Background: an optimization exercise with open tools, aiming at small area. Do not read the settings as production practice.
Only simulation tests tie the RTL to the original design; equivalence was not proved.
The clock port is modelled as an ideal driver; clocking choices that lean on that would not hold on a real chip.
Power is estimated from default activity; no workload was simulated.

## top
module top(
  input             i_clk,    
  input             i_rst,    
  input             i_btnC,
  input             i_btnL,
  input             i_btnR,
  input             i_btnU,
  input             i_btnD,
  input [15:0]      i_sw,
  output [15:0]     o_led,
  output [6:0]      o_seg_l,
  output [3:0]      o_an_l,
  output            o_dp_l
);
  wire en, en_tick, rf_debug;
  ts_cnt u_cnt(.i_clk(i_clk), .i_rst(i_rst), .en(en), .en_tick(en_tick), .rf_debug(rf_debug));
  wire [4:0] p;
  ts_deb u_deb(.i_clk(i_clk), .i_rst(i_rst), .en(en),
    .b_in({i_btnD, i_btnU, i_btnR, i_btnL, i_btnC}), .pulse(p));
  wire [2:0] state;
  wire rf_mode;
  wire [1:0] ds;
  wire zall;
  ts_ctl u_ctl(.i_clk(i_clk), .i_rst(i_rst), .en(en), .sw9(i_sw[9]),
    .btnC(p[0]), .btnL(p[1]), .btnR(p[2]), .zall(zall),
    .state(state), .rf_mode(rf_mode), .ds(ds));
  wire [4:0] d0, d2, d3;
  wire [2:0] d1;
  ts_dig u_dig(.i_clk(i_clk), .i_rst(i_rst), .en(en), .en_tick(en_tick),
    .state(state), .ds(ds), .btnU(p[3]), .btnD(p[4]),
    .j0(d0), .j1(d1), .j2(d2), .j3(d3), .zall(zall));
  wire blink;
  ts_blk u_blk(.i_clk(i_clk), .i_rst(i_rst), .en(en), .done(state == 3'd2), .blink(blink));
  wire [3:0] dval;
  ts_disp u_disp(.i_clk(i_clk), .i_rst(i_rst), .en(en), .blink(blink),
    .j0(d0), .j1(d1), .j2(d2), .j3(d3), .ds(ds),
    .o_seg_l(o_seg_l), .o_an_l(o_an_l), .o_dp_l(o_dp_l), .dval(dval));
  assign o_led[0] = rf_debug;
  assign o_led[4:1] = 4'b0001 << ds;
  assign o_led[7:5] = state;
  assign o_led[8] = blink;
  assign o_led[9] = rf_mode;
  assign o_led[11:10] = 2'b00;
  assign o_led[15:12] = dval;
endmodule
==> flow/config.mk <==
export PLATFORM = sky130hd
export DESIGN_NAME = top
export DESIGN_NICKNAME = top
export VERILOG_FILES = /design/flow/design.v
export SDC_FILE = /design/flow/constraint.sdc
export NUM_CORES = 4
export LEC_CHECK = 0
export CAP_MARGIN = 0
export CORE_MARGIN = 2
export CORE_UTILIZATION = 40
export GPL_TIMING_DRIVEN = 0
export SLEW_MARGIN = 0
==> flow/constraint.sdc <==
create_clock -name core_clock -period 10.0 [get_ports {i_clk}]
set_input_delay 2.0000 -clock core_clock [delete_from_list [all_inputs] [get_ports {i_clk}]]
set_output_delay 2.0000 -clock core_clock [all_outputs]
set_load 0.01 [all_outputs]
standard.sh (not shown) runs the stock make flow with config.mk's settings and CLKGATE_MAP_FILE= SYNTH_SCRIPT=/design/flow/synth_recipe.tcl, a recipe that flattens the netlist after the stock synthesis.
==> flow/flow/run.sh <==
#!/bin/bash
# Own layout flow: the standard flow, with an area-oriented ABC mapping in
# synthesis, minimum-size port buffers and a lighter clock tree. Each tool's
# output is in flow_make.log and in ORFS's own logs under orfs/logs.
set -euo pipefail
W=$PWD
F=$W/flow

# Synthesis: the standard flow's own script, with Yosys's abc command replaced by one that
# maps the logic with each ABC script in flow/abc/ and keeps the smallest.
{
  echo "set abc_scripts {$(cd $F/abc && ls *.abc | tr '\n' ' ')}"
  echo "set abc_dir $F/abc"
  echo "set abc_tmp $W/abc_stat.txt"
  echo "source $F/abc_best.tcl"
  cat $W/synth_recipe.tcl
} > $W/own_synth.tcl

bash $W/standard.sh \
  SYNTH_SCRIPT=$W/own_synth.tcl ADDER_MAP_FILE= \
  BUFFER_PORTS_ARGS="-buffer_cell sky130_fd_sc_hd__buf_1" \
  CTS_ARGS="-sink_clustering_enable -repair_clock_nets -dont_use_dummy_load -buf_list sky130_fd_sc_hd__clkbuf_4" \
  POST_CTS_TCL=$F/post_cts.tcl \
  finish > $W/flow_make.log 2>&1
Other scripts of this flow, unchanged in this note and not shown: flow/flow/abc/a2.abc, flow/flow/abc/a3.abc, flow/flow/abc/a5.abc, flow/flow/abc/a7.abc, flow/flow/abc/c01.abc, flow/flow/abc/c02.abc, flow/flow/abc/c03.abc, flow/flow/abc/c04.abc, flow/flow/abc/c05.abc, flow/flow/abc/c06.abc, flow/flow/abc/c07.abc, flow/flow/abc/c09.abc, flow/flow/abc/c10.abc, flow/flow/abc/s5.abc, flow/flow/abc/t6.abc, flow/flow/abc_best.tcl, flow/flow/post_cts.tcl
Rerun with:
--- a/flow/flow/run.sh
+++ b/flow/flow/run.sh
@@ -21,4 +21,5 @@
   BUFFER_PORTS_ARGS="-buffer_cell sky130_fd_sc_hd__buf_1" \
   CTS_ARGS="-sink_clustering_enable -repair_clock_nets -dont_use_dummy_load -buf_list sky130_fd_sc_hd__clkbuf_4" \
+  POST_RESIZE_TCL=$F/post_resize.tcl \
   POST_CTS_TCL=$F/post_cts.tcl \
   finish > $W/flow_make.log 2>&1
==> flow/flow/post_resize.tcl (new file) <==
# Runs after the placement repair_design (POST_RESIZE_TCL): downsize each
# buffer that repair inserted to the smallest size that keeps the slew on its
# input and output nets under slew_cap (ns), with no max-slew or max-cap
# violation anywhere.
proc net_worst_slew {net} {
  set w 0
  foreach p [get_pins -of_objects $net] {
    set s [get_property $p slew_max]
    if {$s > $w} { set w $s }
  }
  return $w
}
proc buffer_ok {inst slew_cap} {
  if {[sta::max_slew_violation_count] != 0 || [sta::max_capacitance_violation_count] != 0} { return 0 }
  foreach p [get_pins -of_objects $inst] {
    set n [get_nets -of_objects $p]
    if {$n eq ""} continue
    if {[net_worst_slew $n] > $slew_cap} { return 0 }
  }
  return 1
}
proc shrink_repair_buffers {slew_cap} {
  set sizes {sky130_fd_sc_hd__buf_1 sky130_fd_sc_hd__buf_2 sky130_fd_sc_hd__buf_4 sky130_fd_sc_hd__buf_6 sky130_fd_sc_hd__buf_8 sky130_fd_sc_hd__buf_12 sky130_fd_sc_hd__buf_16}
  estimate_parasitics -placement
  foreach inst [get_cells -quiet {load_slew* place* max_cap* max_length* wire*}] {
    set orig [get_property $inst ref_name]
    if {[lsearch -exact $sizes $orig] < 0} continue
    foreach s $sizes {
      if {$s eq $orig} break
      replace_cell $inst $s
      estimate_parasitics -placement
      if {[buffer_ok $inst $slew_cap]} {
        puts "shrink: [get_full_name $inst] $orig -> $s"
        set orig ""
        break
      }
    }
    if {$orig ne ""} { replace_cell $inst $orig; estimate_parasitics -placement }
  }
}
shrink_repair_buffers 1.0
GPL_TIMING_DRIVEN = default   (was 0)
Effect: The changed run passed the timing, design-rule and antenna checks; maximum frequency hardly moves; wire length went down slightly; design area went down slightly; synthesized area stays the same.


The RTL this note starts from:
==> flow/design.v <==
`timescale 1ns/10ps
module ts_cnt(
  input i_clk, input i_rst,
  output en,         
  output en_tick,    
  output reg rf_debug
);
  localparam [9:0] S1000 = 10'b0101100100;
  localparam [9:0] S1001 = 10'b1011001000;
  reg [4:0] l;
  reg [9:0] u;
  assign en = &l;
  wire ld = en & ~i_rst;
  wire hd = ~en & ~i_rst;
  wire tk = (u == S1001);
  wire ldj = ld & ~tk;
  wire fb = ~(u[9] ^ u[6]);
  assign en_tick = en & tk;
  wire tick_rise = en & (u == S1000);
  always @(posedge i_clk) begin
    if (i_rst) l <= 5'd16;
    else l <= l + 5'd1;
  end
  always @(posedge i_clk) begin
    u[9:1] <= ({9{ldj}} & u[8:0]) | ({9{hd}} & u[9:1]);
    u[0] <= (ld & (fb | tk)) | (hd & u[0]);
  end
  always @(posedge i_clk) begin
    if (i_rst) rf_debug <= 1'b0;
    else if (tick_rise) rf_debug <= ~rf_debug;
  end
endmodule
module ts_deb(
  input i_clk, input i_rst, input en,
  input [4:0] b_in,
  output [4:0] pulse
);
  reg [4:0] s0, s1, s2, s3, bt, pv, rs;
  wire ld = en & ~i_rst;
  wire hd = ~en & ~i_rst;
  wire [4:0] ld5 = {5{ld}};
  wire [4:0] hd5 = {5{hd}};
  always @(posedge i_clk) begin
    s0 <= (ld5 & b_in) | (hd5 & s0);
    s1 <= (ld5 & s0) | (hd5 & s1);
    s2 <= (ld5 & s1) | (hd5 & s2);
    s3 <= (ld5 & s2) | (hd5 & s3);
    bt <= (ld5 & ((s3 & s2) | (bt & (s3 | s2)))) | (hd5 & bt);
    pv <= (ld5 & bt) | (hd5 & pv);
    rs <= (ld5 & bt & ~pv) | (hd5 & rs);
  end
  assign pulse = rs;
endmodule
module ts_ctl(
  input i_clk, input i_rst, input en,
  input sw9, input btnC, input btnL, input btnR, input zall,
  output reg [2:0] state, output reg rf_mode, output reg [1:0] ds
);
  wire [2:0] st = state;
  wire mode = rf_mode, C = btnC, R = btnR, Z = zall;
  wire [2:0] ns;
  assign ns[0] = (st[0] & ~st[1] & ~st[2] & ~C & ~Z) | (st[0] & mode & ~C) | (~st[0] & ~st[1] & ~st[2] & C) | (~st[1] & ~st[2] & mode) | (~st[0] & mode & C) | (~st[0] & ~st[2] & mode) | (~st[0] & mode & R);
  assign ns[1] = (~st[0] & st[1] & ~C) | (~st[1] & ~st[2] & mode) | (st[0] & ~st[1] & ~st[2] & ~C & Z) | (~st[0] & mode & C) | (st[1] & mode & ~C & ~R);
  assign ns[2] = (st[2] & mode & ~C) | (st[0] & st[1] & mode & C) | (st[0] & st[1] & mode & R) | (st[0] & st[2] & mode);
  wire ld = en & ~i_rst;
  wire hd = ~en & ~i_rst;
  always @(posedge i_clk) begin
    state <= ({3{ld}} & ns) | ({3{hd}} & state);
    rf_mode <= (ld & sw9) | (hd & rf_mode);
  end
  always @(posedge i_clk) begin
    if (i_rst) ds <= 2'd0;
    else if (en) begin
      if (btnL) ds <= ds + 2'd1;
      else if (btnR) ds <= ds - 2'd1;
    end
  end
endmodule
module ts_dig(
  input i_clk, input i_rst, input en, input en_tick,
  input [2:0] state, input [1:0] ds, input btnU, input btnD,
  output reg [4:0] j0, output reg [2:0] j1, output reg [4:0] j2, output reg [4:0] j3,
  output zall
);
  wire z0 = ~j0[4] & ~j0[0];
  wire z1 = ~j1[2] & ~j1[0];
  wire z2 = ~j2[4] & ~j2[0];
  wire z3 = ~j3[4] & ~j3[0];
  wire m0 = j0[4] & ~j0[3];    
  wire m1 = j1[2] & ~j1[1];    
  wire m2 = j2[4] & ~j2[3];    
  assign zall = z0 & z1 & z2 & z3;
  wire st_set = (state == 3'd0);
  wire st_run = (state == 3'd1);
  wire st_swr = (state == 3'd4);
  wire st_rst = (state == 3'd5);
  wire [3:0] dsel = 4'b0001 << ds;
  wire [3:0] up, dn;
  assign up[0] = (st_set & btnU & dsel[0]) | (st_swr & en_tick);
  assign up[1] = (st_set & btnU & dsel[1]) | (st_swr & en_tick & m0);
  assign up[2] = (st_set & btnU & dsel[2]) | (st_swr & en_tick & m0 & m1);
  assign up[3] = (st_set & btnU & dsel[3]) | (st_swr & en_tick & m0 & m1 & m2);
  assign dn[0] = (st_set & btnD & dsel[0]) | (st_run & en_tick);
  assign dn[1] = (st_set & btnD & dsel[1]) | (st_run & en_tick & z0);
  assign dn[2] = (st_set & btnD & dsel[2]) | (st_run & en_tick & z0 & z1);
  assign dn[3] = (st_set & btnD & dsel[3]) | (st_run & en_tick & z0 & z1 & z2);
  wire nr = ~i_rst;
  wire clr = en & st_rst;
  wire [3:0] su = {4{en & nr}} & up;
  wire [3:0] sd = {4{en & nr}} & dn & ~up;
  wire [3:0] sh = {4{nr & ~clr}} & ~({4{en}} & (up | dn));
  always @(posedge i_clk) begin
    j0 <= ({5{su[0]}} & {j0[3:0], ~j0[4]}) | ({5{sd[0]}} & {~j0[0], j0[4:1]}) | ({5{sh[0]}} & j0);
    j1 <= ({3{su[1]}} & {j1[1:0], ~j1[2]}) | ({3{sd[1]}} & {~j1[0], j1[2:1]}) | ({3{sh[1]}} & j1);
    j2 <= ({5{su[2]}} & {j2[3:0], ~j2[4]}) | ({5{sd[2]}} & {~j2[0], j2[4:1]}) | ({5{sh[2]}} & j2);
    j3 <= ({5{su[3]}} & {j3[3:0], ~j3[4]}) | ({5{sd[3]}} & {~j3[0], j3[4:1]}) | ({5{sh[3]}} & j3);
  end
endmodule
module ts_blk(
  input i_clk, input i_rst, input en, input done,
  output reg blink
);
  localparam [8:0] B500 = 9'b001000011;
  reg [8:0] bc;
  wire ld = en & done & ~i_rst;
  wire hd = ~en & ~i_rst;
  wire term = (bc == B500);
  wire ldn = ld & ~term;
  wire fb = ~(bc[8] ^ bc[4]);
  always @(posedge i_clk) begin
    bc <= ({9{ldn}} & {bc[7:0], fb}) | ({9{hd}} & bc);
    blink <= (ld & (blink ^ term)) | (hd & blink);
  end
endmodule
module ts_disp(
  input i_clk, input i_rst, input en, input blink,
  input [4:0] j0, input [2:0] j1, input [4:0] j2, input [4:0] j3, input [1:0] ds,
  output [6:0] o_seg_l, output [3:0] o_an_l, output o_dp_l, output [3:0] dval
);
  reg [1:0] ph, an;
  always @(posedge i_clk) begin
    if (i_rst) begin
      ph <= 2'd0; an <= 2'd0;
    end else if (en) begin
      if (ph == 2'd3) begin
        ph <= 2'd1; an <= an + 2'd1;
      end else ph <= ph + 2'd1;
    end
  end
  wire [4:0] j1w = {j1[2] & ~j1[1], j1[2] & ~j1[0], j1[2], j1[1] | j1[2], j1[0] | j1[2]};
  reg [4:0] js, jv;
  always @(*) begin
    case (an)
      2'd0: js = j0;
      2'd1: js = j1w;
      2'd2: js = j2;
      default: js = j3;
    endcase
    case (ds)
      2'd0: jv = j0;
      2'd1: jv = j1w;
      2'd2: jv = j2;
      default: jv = j3;
    endcase
  end
  assign dval[0] = (~jv[3] & jv[4]) | (jv[0] & ~jv[1]) | (~jv[1] & jv[2]) | (jv[0] & jv[4]) | (jv[2] & ~jv[3]);
  assign dval[1] = (~jv[0] & jv[2]) | (jv[1] & ~jv[3]);
  assign dval[2] = jv[2] & jv[3];
  assign dval[3] = ~jv[2] & jv[4];
  wire [6:0] segl;
  assign segl[0] = (js[0] & ~js[1]) | (js[3] & ~js[4]);
  assign segl[1] = js[1] & js[4];
  assign segl[2] = js[1] & ~js[2];
  assign segl[3] = (js[0] & ~js[1]) | (~js[1] & js[2]) | (js[3] & ~js[4]);
  assign segl[4] = (~js[3] & js[4]) | (js[0] & ~js[1]) | (~js[1] & js[2]) | (js[0] & js[2]);
  assign segl[5] = (~js[1] & js[2]) | (js[0] & ~js[3]);
  assign segl[6] = (~js[1] & js[2]) | (~js[1] & ~js[4]);
  assign o_seg_l = segl | {7{blink}};
  assign o_an_l = ~(4'b0001 << an) | {4{blink}};
  assign o_dp_l = ~(an == 2'd2);
endmodule
module top(
  input             i_clk,    
  input             i_rst,    
  input             i_btnC,
  input             i_btnL,
  input             i_btnR,
  input             i_btnU,
  input             i_btnD,
  input [15:0]      i_sw,
  output [15:0]     o_led,
  output [6:0]      o_seg_l,
  output [3:0]      o_an_l,
  output            o_dp_l
);
  wire en, en_tick, rf_debug;
  ts_cnt u_cnt(.i_clk(i_clk), .i_rst(i_rst), .en(en), .en_tick(en_tick), .rf_debug(rf_debug));
  wire [4:0] p;
  ts_deb u_deb(.i_clk(i_clk), .i_rst(i_rst), .en(en),
    .b_in({i_btnD, i_btnU, i_btnR, i_btnL, i_btnC}), .pulse(p));
  wire [2:0] state;
  wire rf_mode;
  wire [1:0] ds;
  wire zall;
  ts_ctl u_ctl(.i_clk(i_clk), .i_rst(i_rst), .en(en), .sw9(i_sw[9]),
    .btnC(p[0]), .btnL(p[1]), .btnR(p[2]), .zall(zall),
    .state(state), .rf_mode(rf_mode), .ds(ds));
  wire [4:0] d0, d2, d3;
  wire [2:0] d1;
  ts_dig u_dig(.i_clk(i_clk), .i_rst(i_rst), .en(en), .en_tick(en_tick),
    .state(state), .ds(ds), .btnU(p[3]), .btnD(p[4]),
    .j0(d0), .j1(d1), .j2(d2), .j3(d3), .zall(zall));
  wire blink;
  ts_blk u_blk(.i_clk(i_clk), .i_rst(i_rst), .en(en), .done(state == 3'd2), .blink(blink));
  wire [3:0] dval;
  ts_disp u_disp(.i_clk(i_clk), .i_rst(i_rst), .en(en), .blink(blink),
    .j0(d0), .j1(d1), .j2(d2), .j3(d3), .ds(ds),
    .o_seg_l(o_seg_l), .o_an_l(o_an_l), .o_dp_l(o_dp_l), .dval(dval));
  assign o_led[0] = rf_debug;
  assign o_led[4:1] = 4'b0001 << ds;
  assign o_led[7:5] = state;
  assign o_led[8] = blink;
  assign o_led[9] = rf_mode;
  assign o_led[11:10] = 2'b00;
  assign o_led[15:12] = dval;
endmodule
clock: 10.0 ns
lec_check: 0
cap_margin: 20
core_margin: 2
core_utilization: 40
gpl_timing_driven: 0
slew_margin: 20
==> flow/flow/run.sh <==
#!/bin/bash
# Own layout flow: the standard flow, with an area-oriented ABC mapping in
# synthesis, minimum-size port buffers and a lighter clock tree.
set -euo pipefail
W=$PWD
F=$W/flow

# Synthesis: the standard flow's own script, with ABC's mapping script replaced.
{
  echo "proc abc {args} {"
  echo "  set i [lsearch -exact \$args -script]"
  echo "  if {\$i >= 0} { set args [lreplace \$args [expr {\$i + 1}] [expr {\$i + 1}] $F/area.abc] }"
  echo "  yosys abc {*}\$args"
  echo "}"
  cat $W/synth_recipe.tcl
} > $W/own_synth.tcl

bash $W/standard.sh \
  SYNTH_SCRIPT=$W/own_synth.tcl ADDER_MAP_FILE= \
  BUFFER_PORTS_ARGS="-buffer_cell sky130_fd_sc_hd__buf_1" \
  CTS_ARGS="-sink_clustering_enable -repair_clock_nets -dont_use_dummy_load -buf_list sky130_fd_sc_hd__clkbuf_4" \
  POST_CTS_TCL=$F/post_cts.tcl \
  finish > $W/flow_make.log 2>&1
==> flow/flow/area.abc <==
strash; ifraig; &get -n; &st; &dch -f; &nf -R 1000 -p; &put; strash; &get -n; &st; &dch -f; &nf -R 1000 -p; &put; topo
==> flow/flow/post_cts.tcl <==
# Runs after clock tree synthesis (POST_CTS_TCL): the tree is built from small
# clock buffers; upsize each clock buffer whose loads see a slew above the
# target, then legalize the placement again.
set clk_slew_target 0.110
proc clk_upsize_pass {target} {
  estimate_parasitics -placement
  set changed 0
  foreach inst [get_cells clkbuf_*] {
    set worst 0
    set onet [get_nets -of_objects [get_pins -of_objects $inst -filter "direction==output"]]
    foreach p [get_pins -of_objects $onet -filter "direction==input"] {
      set s [get_property $p slew_max]
      if {$s > $worst} { set worst $s }
    }
    set m [get_property $inst ref_name]
    if {$worst > $target} {
      set nm [string map {clkbuf_2 clkbuf_4 clkbuf_4 clkbuf_8 clkbuf_8 clkbuf_16} $m]
      if {$nm ne $m} {
        replace_cell $inst $nm
        incr changed
        puts "post_cts: [get_full_name $inst] $m -> $nm (load slew $worst)"
      }
    }
  }
  return $changed
}
while {[clk_upsize_pass $clk_slew_target]} {}
detailed_placement
check_placement -verbose
estimate_parasitics -placement
==> next run, changes <==
==> flow/flow/post_cts.tcl (replaced) <==
# Runs after clock tree synthesis (POST_CTS_TCL). The tree is built from
# clkbuf_4 cells; the root is set to clkbuf_8, and each leaf buffer whose
# flip-flops see a clock slew above the target is upsized. Then the placement
# is legalized again.
set clk_slew_target 0.120
proc clk_sink_slew {inst} {
  set worst 0
  set onet [get_nets -of_objects [get_pins -of_objects $inst -filter "direction==output"]]
  foreach p [get_pins -of_objects $onet -filter "direction==input"] {
    set s [get_property $p slew_max]
    if {$s > $worst} { set worst $s }
  }
  return $worst
}
set root [get_cells clkbuf_0_*]
if {[get_property $root ref_name] eq "sky130_fd_sc_hd__clkbuf_4"} {
  replace_cell $root sky130_fd_sc_hd__clkbuf_8
}
set changed 1
while {$changed} {
  set changed 0
  estimate_parasitics -placement
  foreach inst [get_cells clkbuf_*] {
    if {$inst == $root} continue
    set worst [clk_sink_slew $inst]
    set m [get_property $inst ref_name]
    if {$worst > $clk_slew_target} {
      set nm [string map {clkbuf_2 clkbuf_4 clkbuf_4 clkbuf_8 clkbuf_8 clkbuf_16} $m]
      if {$nm ne $m} {
        replace_cell $inst $nm
        set changed 1
        puts "post_cts: [get_full_name $inst] $m -> $nm (load slew $worst)"
      }
    }
  }
}
detailed_placement
check_placement -verbose
estimate_parasitics -placement
Settings changed: CAP_MARGIN 20 to 0, GPL_TIMING_DRIVEN 0 to unset, SLEW_MARGIN 20 to 0.
Clock power came out lower by 15%.
Clock skew came out higher by 0.015 ns.
Fmax came out lower by 2.9%.
Cell count came out lower by 0.69%.
Via count came out lower by 0.82%.
Wire length barely changes.
Final area came out lower by 2.0%.
Non-clock buffer count came out lower by 4.
Register-to-register slack gets worse by 0.02 ns.
==> next run, changes <==
--- a/flow/flow/run.sh
+++ b/flow/flow/run.sh
@@ -19,5 +19,4 @@
   SYNTH_SCRIPT=$W/own_synth.tcl ADDER_MAP_FILE= \
   BUFFER_PORTS_ARGS="-buffer_cell sky130_fd_sc_hd__buf_1" \
-  CTS_ARGS="-sink_clustering_enable -repair_clock_nets -dont_use_dummy_load -buf_list sky130_fd_sc_hd__clkbuf_4" \
-  POST_CTS_TCL=$F/post_cts.tcl \
+  CTS_ARGS="-sink_clustering_enable -repair_clock_nets -dont_use_dummy_load -sink_clustering_size 30 -sink_clustering_max_diameter 100 -buf_list sky130_fd_sc_hd__clkbuf_8" \
   finish > $W/flow_make.log 2>&1
Settings changed: CAP_MARGIN 0 to 20, SLEW_MARGIN 0 to 20.
removed: flow/flow/post_cts.tcl
What happened: The new run ran to the end with no violations. Sequential cell count is unchanged. Wire length drops by 1.1%. Area after synthesis does not change.

-- separate check: timing with driven ports --
Ports are ideal in the flow. The routed layouts listed here were re-timed in OpenROAD. Step 1 assumes that a clkbuf_16 drives the clock port and a buf_2 every other input. Step 2, shift: input delay + t, output delay - t, t = (earliest + latest rising clock arrival at the registers) / 2. This alone moves slack from input paths to output paths. Slacks: no drivers / after step 1 / after step 2; pairs: no drivers / after step 1.
run	t, ns	slack for setup (ns)	worst setup path at the end
the first run of note 1	0.374	5.708 / 5.674 / 5.575	input to register
the second run of note 1	0.371	5.714 / 5.682 / 5.814	input to register
the first run of note 2	0.345	5.624 / 5.585 / 5.639	input to register
the second run of note 2	0.370	5.494 / 5.463 / 5.833	register to output
the third run of note 2	0.374	5.526 / 5.494 / 5.869	register to output
After both steps every run listed still meets setup and hold. The setup slack of the first run of note 1, which loses most, moves by -0.034 ns with the drivers and by -0.133 ns with both steps.
